This design comes from an exercise in tuning for small area and a short achievable clock period on the open sky130 flow, not from production work.
The RTL of this run was laid out without a check of its function.
Power figures rest on the tool's default switching activity, not on a simulated workload.

==> flow/design.v <==
`timescale 1ns / 1ps
module rca #(parameter W = 8) (input [W-1:0] a, input [W-1:0] b, input ci, output [W-1:0] s);
    wire [W:0] c;
    assign c[0] = ci;
    genvar i;
    generate for (i = 0; i < W; i = i + 1) begin : bit_
        assign s[i] = a[i] ^ b[i] ^ c[i];
        assign c[i+1] = (a[i] & b[i]) | (c[i] & (a[i] ^ b[i]));
    end endgenerate
endmodule
module rinc #(parameter W = 8) (input [W-1:0] a, input ci, output [W-1:0] s);
    wire [W:0] c;
    assign c[0] = ci;
    genvar i;
    generate for (i = 0; i < W; i = i + 1) begin : bit_
        assign s[i] = a[i] ^ c[i];
        assign c[i+1] = a[i] & c[i];
    end endgenerate
endmodule
module Compressor(CLK_8,RESET,Pixel,OB,SCLK);
input wire RESET,CLK_8;
input wire [7:0] Pixel;
output wire OB,SCLK;
reg [2:0] ph;
reg e0, e7;
wire [2:0] ph_inc;
rinc #(3) i_ph (ph, 1'b1, ph_inc);
always @(posedge CLK_8)
    if (RESET) begin ph <= 3'd0; e0 <= 1'b1; e7 <= 1'b0; end
    else begin ph <= ph_inc; e0 <= (ph == 3'd7); e7 <= (ph == 3'd6); end
reg [7:0] Row, Col;
reg [1:0] turn;
reg [3:0] Cnt;
wire [8:0] rc_add, rc_sub;
rca #(9) i_rca (.a({1'b0,Row}), .b({1'b0,Col}), .ci(1'b0), .s(rc_add));
rca #(9) i_rcs (.a({1'b0,Col}), .b({1'b1,~Row}), .ci(1'b1), .s(rc_sub));
wire clip_c = (rc_add < 9'd75) | (rc_add > 9'd435)
            | (~rc_sub[8] & (rc_sub[7:0] > 8'd180))
            | ( rc_sub[8] & (rc_sub[7:0] < 8'd76));
wire first_row = (Row == 8'd0);
wire nf_c = first_row & (Col == 8'd0);
wire fp_c = first_row & (Col == 8'd75);
wire tp_c = first_row & (Col == 8'd77);
wire c0 = (Cnt == 4'd0), c1 = (Cnt == 4'd1), c2 = (Cnt == 4'd2), c3 = (Cnt == 4'd3);
wire c6 = (Cnt == 4'd6), c7 = (Cnt == 4'd7), c8 = (Cnt == 4'd8), c9 = (Cnt == 4'd9);
wire vss_c = (~tp_c | c6) & (c0 | c3 | c6 | c7 | c8 | c9);
wire v1_c = c1 | c2 | c7 | c8;
wire v2_c = c7 | c8;
wire uv_c = ~clip_c & (turn != 2'b00);
reg f_clip, f_vc, f_nf, f_x1, f_d1, f_x2, f_d2;
always @(posedge CLK_8) begin
    if (RESET) begin f_clip <= 1'b1; f_vc <= 1'b0; end
    else begin f_clip <= clip_c; f_vc <= vss_c & ~clip_c; end
    f_nf <= nf_c;
    f_x1 <= uv_c;
    f_d1 <= uv_c & v1_c & ~fp_c;
    f_x2 <= uv_c & v1_c;
    f_d2 <= uv_c & v2_c & ~tp_c;
end
wire [7:0] col_inc, row_inc;
wire [3:0] cnt_inc;
rinc #(8) i_ci (Col, 1'b1, col_inc);
rinc #(8) i_ri (Row, 1'b1, row_inc);
rinc #(4) i_ni (Cnt, 1'b1, cnt_inc);
always @(posedge CLK_8)
    if (RESET) begin
        Row <= 8'd255; Col <= 8'd254; turn <= 2'b10; Cnt <= 4'd0;
    end else if (e0) begin
        if (turn == 2'b10) begin
            turn <= 2'b00;
            Col <= col_inc;
            if (Col == 8'd255) Row <= row_inc;
        end else
            turn <= {turn[0], ~turn[0]};
        if (~f_clip) Cnt <= (Cnt == 4'd11) ? 4'd0 : cnt_inc;
    end
reg [7:0] rR, rG, rB;
always @(posedge CLK_8) begin
    if (e0 && turn == 2'b10) rB <= Pixel;
    if (e7 && turn == 2'b01) rR <= Pixel;
    if (e7 && turn == 2'b10) rG <= Pixel;
end
reg [5:0] u1x1, u1x2, v1x1, v1x2;
reg [6:0] u1d, v1d;
reg [6:0] u2x1, u2x2, v2x1, v2x2;
reg [7:0] u2d, v2d;
reg [4:0] y_prev;
reg [7:0] u_prev, v_prev;
reg [11:0] ACY, ACU, ACV;
reg [2:0] NY, NU;
wire isU = (turn == 2'b01);
wire [7:0] dx = (turn == 2'b00) ? rR : rG;
wire [7:0] dy = (turn == 2'b00) ? rG : rB;
wire [9:0] dd;
rca #(10) i_dd (.a({2'b00,dx}), .b({2'b11,~dy}), .ci(1'b1), .s(dd));
reg  [6:0] Da;                          
always @(posedge CLK_8) Da <= dd[8:2];
wire [6:0] uvr;                         
rinc #(7) i_uvr ({Da[6],Da[6:1]}, Da[0], uvr);
wire [5:0] uvq = (uvr == 7'd32) ? 6'd31 : uvr[5:0];
reg  [5:0] P1;                          
always @(posedge CLK_8) if (e0) P1 <= uvq;
wire [8:0] yt;
rca #(9) i_yt (.a({1'b0,rR}), .b({1'b0,rB}), .ci(1'b0), .s(yt));
reg  [8:0] Ya;
always @(posedge CLK_8) Ya <= yt;
wire [8:0] yu;
rca #(9) i_yu (.a({1'b0,rG}), .b({1'b0,Ya[8:1]}), .ci(1'b0), .s(yu));
reg  [5:0] Yb;                          
always @(posedge CLK_8) Yb <= yu[8:3];
wire [5:0] yr;
rinc #(6) i_yr ({1'b0,Yb[5:1]}, Yb[0], yr);
reg  [4:0] P1y;
always @(posedge CLK_8) P1y <= yr[5] ? 5'd31 : yr[4:0];
wire [5:0] l1x1 = isU ? u1x1 : v1x1;
wire [5:0] l1x2 = isU ? u1x2 : v1x2;
wire [6:0] l1dp = isU ? u1d  : v1d;
wire [6:0] l1dt;
rca #(7) i_l1dt (.a({P1[5],P1}), .b({l1x2[5],l1x2}), .ci(1'b0), .s(l1dt));
wire [6:0] l1d;
rca #(7) i_l1d (.a({l1x1[5],l1x1}), .b(~{l1dt[6],l1dt[6:1]}), .ci(1'b1), .s(l1d));
reg  [6:0] P2;
always @(posedge CLK_8) P2 <= l1d;
wire [7:0] l1dp2;                       
rinc #(7) i_l1dp2 ({l1dp[6],l1dp[6:1]}, 1'b1, l1dp2[7:1]);
assign l1dp2[0] = l1dp[0];
wire [7:0] l1st;
rca #(8) i_l1st (.a({P2[6],P2}), .b(l1dp2), .ci(1'b0), .s(l1st));
wire [6:0] l1s;
rca #(7) i_l1s (.a({l1x2[5],l1x2}), .b({l1st[7],l1st[7:2]}), .ci(1'b0), .s(l1s));
reg  [6:0] P3;
always @(posedge CLK_8) P3 <= l1s;
wire [6:0] l2x1 = isU ? u2x1 : v2x1;
wire [6:0] l2x2 = isU ? u2x2 : v2x2;
wire [7:0] l2dp = isU ? u2d  : v2d;
wire [7:0] l2dt;
rca #(8) i_l2dt (.a({P3[6],P3}), .b({l2x2[6],l2x2}), .ci(1'b0), .s(l2dt));
wire [7:0] l2d;
rca #(8) i_l2d (.a({l2x1[6],l2x1}), .b(~{l2dt[7],l2dt[7:1]}), .ci(1'b1), .s(l2d));
reg  [7:0] P4;
always @(posedge CLK_8) P4 <= l2d;
wire [8:0] l2dp2;
rinc #(8) i_l2dp2 ({l2dp[7],l2dp[7:1]}, 1'b1, l2dp2[8:1]);
assign l2dp2[0] = l2dp[0];
wire [8:0] l2st;
rca #(9) i_l2st (.a({P4[7],P4}), .b(l2dp2), .ci(1'b0), .s(l2st));
wire [7:0] l2s;
rca #(8) i_l2s (.a({l2x2[6],l2x2}), .b({l2st[8],l2st[8:2]}), .ci(1'b0), .s(l2s));
reg  [7:0] P5;
always @(posedge CLK_8) P5 <= l2s;
wire [7:0] dpcm_in = (turn == 2'b00) ? {3'b000,P1y} : P5;
reg  [7:0] prev;
always @(*)
    case (turn)
        2'b00:   prev = {3'b000,y_prev};
        2'b01:   prev = u_prev;
        default: prev = v_prev;
    endcase
wire [8:0] diff;
rca #(9) i_diff (.a({dpcm_in[7],dpcm_in}), .b(~{prev[7],prev}), .ci(1'b1), .s(diff));
reg  [8:0] P6;
always @(posedge CLK_8) P6 <= diff[8] ? {~diff[7:0],1'b1} : {diff[7:0],1'b0};
reg [11:0] A_in;
reg [2:0]  N_in;
always @(*)
    case (turn)
        2'b01:   begin A_in = ACU; N_in = NU; end
        2'b10:   begin A_in = ACV; N_in = NU; end
        default: begin A_in = ACY; N_in = NY; end
    endcase
reg [3:0] leadA;
always @(*)
    casez (A_in)
        12'b1???????????: leadA = 4'd11;
        12'b01??????????: leadA = 4'd10;
        12'b001?????????: leadA = 4'd9;
        12'b0001????????: leadA = 4'd8;
        12'b00001???????: leadA = 4'd7;
        12'b000001??????: leadA = 4'd6;
        12'b0000001?????: leadA = 4'd5;
        12'b00000001????: leadA = 4'd4;
        12'b000000001???: leadA = 4'd3;
        12'b0000000001??: leadA = 4'd2;
        12'b00000000001?: leadA = 4'd1;
        default:          leadA = 4'd0;
    endcase
wire [1:0] leadN = N_in[2] ? 2'd3 : N_in[1] ? 2'd2 : N_in[0] ? 2'd1 : 2'd0;
wire [3:0] kdiff;
rca #(4) i_kd (.a(leadA), .b({2'b11,~leadN}), .ci(1'b1), .s(kdiff));
reg [3:0] Ka;
always @(posedge CLK_8) Ka <= kdiff;
wire [5:0] shN = {2'b00,N_in,1'b0} << Ka[1:0];
reg [1:0] Kb;
always @(posedge CLK_8)
    if (Ka[3])                   Kb <= 2'b00;
    else if (Ka[2] | (Ka[1:0] == 2'b11)) Kb <= 2'b11;
    else if (A_in[5:0] > shN)    Kb <= Ka[1:0] + 2'b01;
    else                         Kb <= Ka[1:0];
wire [8:0]  quo = P6 >> Kb;
reg  [2:0]  rem;
always @(*)
    case (Kb)
        2'd0: rem = 3'b000;
        2'd1: rem = {2'b00,P6[0]};
        2'd2: rem = {1'b0,P6[1:0]};
        default: rem = P6[2:0];
    endcase
wire        esc = (quo[8:3] != 6'd0) | (quo[2:0] == 3'd7);
reg  [15:0] ones;
always @(*)
    case (quo[2:0])
        3'd0: ones = 16'h0000;
        3'd1: ones = 16'h0001;
        3'd2: ones = 16'h0003;
        3'd3: ones = 16'h0007;
        3'd4: ones = 16'h000f;
        3'd5: ones = 16'h001f;
        default: ones = 16'h003f;
    endcase
wire [15:0] cw2 = ({13'b0,rem} << (quo[2:0] + 3'd1)) | ones;
reg  [15:0] P7cw;
reg  [3:0]  P7lm1;
always @(posedge CLK_8) begin
    P7cw  <= esc ? {P6,7'b1111111} : cw2;
    P7lm1 <= esc ? 4'd15 : ({2'b00,Kb} + {1'b0,quo[2:0]});
end
wire [6:0] aclo;
rca #(7) i_aclo (.a({1'b0,A_in[5:0]}), .b({1'b0,P6[5:0]}), .ci(1'b0), .s(aclo));
reg  [6:0] Alo;
always @(posedge CLK_8) Alo <= aclo;
wire [5:0] achi;
rca #(6) i_achi (.a(A_in[11:6]), .b({3'b000,P6[8:6]}), .ci(Alo[6]), .s(achi));
wire [11:0] acsum = {achi, Alo[5:0]};
wire [2:0] ny_inc, nu_inc;
rinc #(3) i_nyi (NY, 1'b1, ny_inc);
rinc #(3) i_nui (NU, 1'b1, nu_inc);
always @(posedge CLK_8)
    if (e0 & f_nf) begin
        u1x1 <= 0; u1x2 <= 0; v1x1 <= 0; v1x2 <= 0; u1d <= 0; v1d <= 0;
        u2x1 <= 0; u2x2 <= 0; v2x1 <= 0; v2x2 <= 0; u2d <= 0; v2d <= 0;
        y_prev <= 0; u_prev <= 0; v_prev <= 0;
        ACY <= 0; ACU <= 0; ACV <= 0; NY <= 0; NU <= 0;
    end else if (e0) begin
        if (f_x1) begin
            if (isU) begin u1x2 <= u1x1; u1x1 <= P1; end
            else     begin v1x2 <= v1x1; v1x1 <= P1; end
        end
        if (f_d1) begin
            if (isU) u1d <= P2; else v1d <= P2;
        end
        if (f_x2) begin
            if (isU) begin u2x2 <= u2x1; u2x1 <= P3; end
            else     begin v2x2 <= v2x1; v2x1 <= P3; end
        end
        if (f_d2) begin
            if (isU) u2d <= P4; else v2d <= P4;
        end
        if (f_vc) begin
            case (turn)
                2'b00: begin
                    y_prev <= P1y;
                    if (NY == 3'b111) begin NY <= 3'b011; ACY <= {1'b0,ACY[11:1]}; end
                    else begin ACY <= acsum; NY <= ny_inc; end
                end
                2'b01: begin
                    u_prev <= P5;
                    if (NU == 3'b111) ACU <= {1'b0,ACU[11:1]};
                    else ACU <= acsum;
                end
                2'b10: begin
                    v_prev <= P5;
                    if (NU == 3'b111) begin NU <= 3'b011; ACV <= {1'b0,ACV[11:1]}; end
                    else begin ACV <= acsum; NU <= nu_inc; end
                end
                default: ;
            endcase
        end
    end
reg [39:0] fifo;
reg [5:0]  sreg;    
reg        nz;      
wire push = e0 & f_vc;
wire [39:0] shifted = {24'b0,P7cw} << sreg;
wire [5:0] s_add, s_dec;
rca #(6) i_sadd (.a(sreg), .b({2'b00,P7lm1}), .ci(1'b0), .s(s_add));
rca #(6) i_sdec (.a(sreg), .b(6'b111111), .ci(1'b0), .s(s_dec));
always @(posedge CLK_8) begin
    fifo <= {1'b0,fifo[39:1]} | (push ? shifted : 40'b0);
    if (RESET) begin
        sreg <= 6'd0; nz <= 1'b0;
    end else if (push) begin
        sreg <= s_add;
        nz   <= 1'b1;
    end else begin
        sreg <= (sreg == 6'd0) ? 6'd0 : s_dec;
        nz   <= (sreg != 6'd0);
    end
end
assign OB = fifo[0];
assign SCLK = nz;
endmodule
==> flow/run.sh <==
#!/bin/bash
# synth_recipe.tcl (not shown) runs the flow's synth.tcl, then flattens the netlist and writes it again
# the make line also repeats each setting of config.mk as NAME=value (left out here)
make -C /OpenROAD-flow-scripts/flow DESIGN_CONFIG=/design/flow/config.mk WORK_HOME=/design/flow/orfs CLKGATE_MAP_FILE= SYNTH_SCRIPT=/design/flow/synth_recipe.tcl finish
==> flow/config.mk <==
export PLATFORM = sky130hd
export DESIGN_NAME = Compressor
export DESIGN_NICKNAME = Compressor
export VERILOG_FILES = /design/flow/design.v
export SDC_FILE = /design/flow/constraint.sdc
export NUM_CORES = 4
export LEC_CHECK = 0
export CAP_MARGIN = 20
export CORE_MARGIN = 2
export CORE_UTILIZATION = 40
export SLEW_MARGIN = 20
==> flow/constraint.sdc <==
create_clock -name core_clock -period 16.0 [get_ports {CLK_8}]
set_input_delay 3.2000 -clock core_clock [delete_from_list [all_inputs] [get_ports {CLK_8}]]
set_output_delay 3.2000 -clock core_clock [all_outputs]
set_load 0.01 [all_outputs]
==> out/metrics.yaml <==
timing:
  fin_crit_sh_pct: 36.99
  grt_setup_unrepaired: "false"
  setup_viol: 0
  slew_headroom_pct: 26.77
  fmax_ghz: 0.1690
  clock_skew_ps: 23.51
  tightest_slew_ps: 1095
  drv_slew: 0
  tns_ps: 0
  fin_crit_ps: 5918
  hold_viol: 0
synthesis:
  synth_edf_count: 30
  ys_seq_elements: 354
  synth_flop_cell: "dfxtp_1"
  synth_simple_gate_area_share_pct: 13.65
  synth-compound-area-share_pct: 11.41
  synthXorXnorAreaFrac_pct: 0.9877
  synth_top_family_by_area: "adder cells"
  synth-async-reset-ratio_pct: 0
  synth_fa_ha_area_share_pct: 17.53
  yosys_warnings: 1
  synth.avg_cell_area_um2: 9.744
  synthDistinctLibCells: 63
  synth_area_um2: 17730
  synthMuxAreaShare_pct: 9.383
  synthCells: 1820
  syn_nets: 2019
  seq_area_frac_synth_pct: 41.65
power:
  powerDensity_nw_per_um2: 179.1
  ir_worst_vdd_v: 0.00009783
  p_leak_nw: 8.354
  p_total_mw: 3.537
clock_tree:
  cts.htree.levels: 2
  post_cts_buffers: 0
  root_buffer: "clkbuf_16"
  clock_sinks: 354
  hold_buffers: 0
  clk_pin_slew_ps: 60
  clk_latency_ps: 550
  cts_made_buffers: 41
  cts-resized-gates: 0
  cts_max_path_buffers: 3
  cts_tree: "yes"
outcome:
  outcome: "finished clean"
die:
  ioPinCount: 12
  initial_core_util_pct: 40.28
  core_um2: 44030
  die_y_um: 214.6
  rows: 77
  die-area_um2: 46040
  die_x_um: 214.6
layout:
  n_fill_cell: 4211
  final_cell_mix: "324 x dfxtp_1, 263 x nand2_1, 151 x inv_1, 129 x a21oi_1, 105 x nor2_1"
  post_route_cells_drive_above_1_share_pct: 8.951
  area_growth_pct: 11.34
  multi_input_area_um2: 9417
  antenna_cells: 0
  register_area_um2: 7387
  stdcell_area_um2: 19750
  final_common_cell: "dfxtp_1"
  fin_nets: 1989
critical_path:
  crit_chain: "inv_1, ha_4, buf_4, mux2i_1, ha_1, a31o_2, fa_1, fa_1, fa_1, fa_1, inv_1, fa_1, fa_1, fa_1, fa_1, inv_1"
  reg2reg_depth: 16
  timing.rr.start: "turn[1]$_SDFFE_PP1P_"
  cpPeakStageDelay_ps: 650
  critPathSlowestCell: "buf_4"
  cp_top_family: "adder cells"
  crit_path_start_kind: "flip-flop"
  critPathCaptureType: "flip-flop"
  crit_buf_inv: 4
  rr_endpoint: "P5[6]$_DFF_P_"
  cp.depth: 16
  cp.required_ps: 16450
  critPathKind: "flip-flop to flip-flop"
  crit_top_cell: "fa_1"
  path_max_fanout: 46
  regToRegSetupSlack_ps: 10080
  worstPathArrival_ps: 6370
min_path:
  hp-start: "fifo[13]$_DFF_P_"
  holdPathEnd: "fifo[12]$_DFF_P_"
  hp-class: "flip-flop to flip-flop"
  hold_depth: 1
global_routing:
  grt_pass1_wl_mm: 63.59
  overflow: 0
  antenna_found_initial: 0
  grt_pass1_vias: 12607
  grt_use_total_pct: 16.72
  grt_max_degree: 112
route:
  wl_per_cell_um: 15.79
  met1_length_mm: 17.39
  postRouteAntennaNets: 0
  drt_iter0_markers: 620
  num_vias: 12375
  dr.pass1.iters: 5
  wl_met2_mm: 18.23
  drc: 0
  finalWirelength_mm: 38.10
  route.met3.wl_mm: 1.386
  routed_via_density: 5.128
  highest_layer: "met4"
flow_run:
  maxCapViolCount: 0
placed_design:
  gp_congestion: 0.8468
  dpl_cell_area_um2: 18330
  port_buffers: 11
  hpwl_mm: 26.94
## area by class of cell
cell class              count  area share, %
clock inverters            21          1.128
well taps                 592          3.751
flip-flops and latches    354          37.41
multi-input cells        1215          47.69
clock buffers              53          6.045
repair buffers             23          1.033
inverters                 155          2.946
## cell usage after synthesis (16+ instances only)
master | n | area share (%)
fa_1 | 99 | 11
clkbuf_1 | 68 | 1.4
o21ai_0 | 27 | 0.76
inv_1 | 151 | 3.2
edfxtp_1 | 30 | 5.1
buf_1 | 17 | 0.36
dfxtp_1 | 324 | 37
nor3_1 | 39 | 1.1
nand3_1 | 35 | 0.99
mux2_2 | 40 | 2.5
mux2i_1 | 101 | 5.7
a211oi_1 | 38 | 1.6
nand2b_1 | 17 | 0.60
nor2_1 | 105 | 2.2
a21o_1 | 16 | 0.68
o211ai_1 | 19 | 0.80
ha_1 | 90 | 6.3
a22oi_1 | 16 | 0.68
nor2b_1 | 22 | 0.78
a21oi_1 | 129 | 3.6
nand2_1 | 263 | 5.6
## state kept, by name, summed over array words and instances (netlist names), 9 cells and up
signal,cells
fifo,40
P7cw,16
ACU,12
ACV,12
ACY,12
P6,9
## power breakdown
part	switching [mW]	internal [mW]	leakage (nW)
registers	0.205	1.13	2.95
clock network	0.374	0.591	0.712
logic	0.686	0.547	4.69
total	1.26	2.27	8.35
## through the flow
stage                     hold slack (ps)  util, %  setup slack, ps  cells
final                               401.5    44.85            10080   2413
after floorplan                     381.9        -            10180   1820
after detailed placement            391.2    41.62            10040   2339
after CTS                           405.7    44.84            10030   2413
after global routing                425.8    44.85             9872   2413
after global placement              387.5    41.62            10190   2339
## metal layers
metal	track usage (%)	vias to the layer above
met2	28.34	220
met4	6.250	0
met5	0	-
met1	21.52	5981
li1	-	6101
met3	2.652	73
## worst register-to-register path, cell delays in order (launching register included)
cell and delay (ps):
dfxtp_1 310, inv_1 130, ha_4 390, buf_4 660, mux2i_1 330, ha_1 260, a31o_2 240, fa_1 370
fa_1 390, fa_1 390, fa_1 500, inv_1 60, fa_1 420, fa_1 400, fa_1 430, fa_1 500
inv_1 40
## kinds of logic (layout without fill, tap and decap cells)
logic type	count (synthesis)	in the layout
AND/OR/NAND/NOR	544	544
adder cells (fa/ha/maj)	189	189
multiplexers	150	150
flip-flops	354	354
XOR/XNOR	20	20
buffers and inverters	251	252
AO/OA/AOI/OAI	312	312
## worst max-delay path by stage
stage	startpoint	endpoint	slack (ps)
after global routing	turn[1]$_SDFFE_PP1P_	P5[6]$_DFF_P_	9870
after floorplan	turn[1]$_SDFFE_PP1P_	P5[6]$_DFF_P_	10180
after global placement	turn[1]$_SDFFE_PP1P_	P5[6]$_DFF_P_	10190
after detailed placement	turn[1]$_SDFFE_PP1P_	P5[6]$_DFF_P_	10040
final	turn[1]$_SDFFE_PP1P_	P5[6]$_DFF_P_	10080
after CTS	turn[1]$_SDFFE_PP1P_	P5[6]$_DFF_P_	10030

==> port drivers added, routing unchanged <==
Ports are ideal in the flow. The routed layout listed here was re-timed in OpenROAD. Step 1 (the two cells are an assumption about what drives the block):
set clk [get_ports {CLK_8}]
set_driving_cell -lib_cell sky130_fd_sc_hd__clkbuf_16 $clk
set_driving_cell -lib_cell sky130_fd_sc_hd__buf_2 [delete_from_list [all_inputs] $clk]
Step 2 adds t to the input delays and takes it off the output delays; t is the mean of the earliest and latest rising clock arrival at the registers after step 1. Input paths then give back, and output paths get back, about the clock's delay inside the block. a / b / c = ideal / step 1 / step 2; a / b = the first two.
shift t [ns]: 0.592
setup WS [ns]: 10.082 / 10.082 / 10.082
hold slack, ns: 0.402 / 0.402 / 0.402
worst data-port slew with drivers (ns): 0.06
After both steps this run still meets setup and hold. The setup slack of this run moves by 0.000 ns with the drivers and by 0.000 ns with both steps.
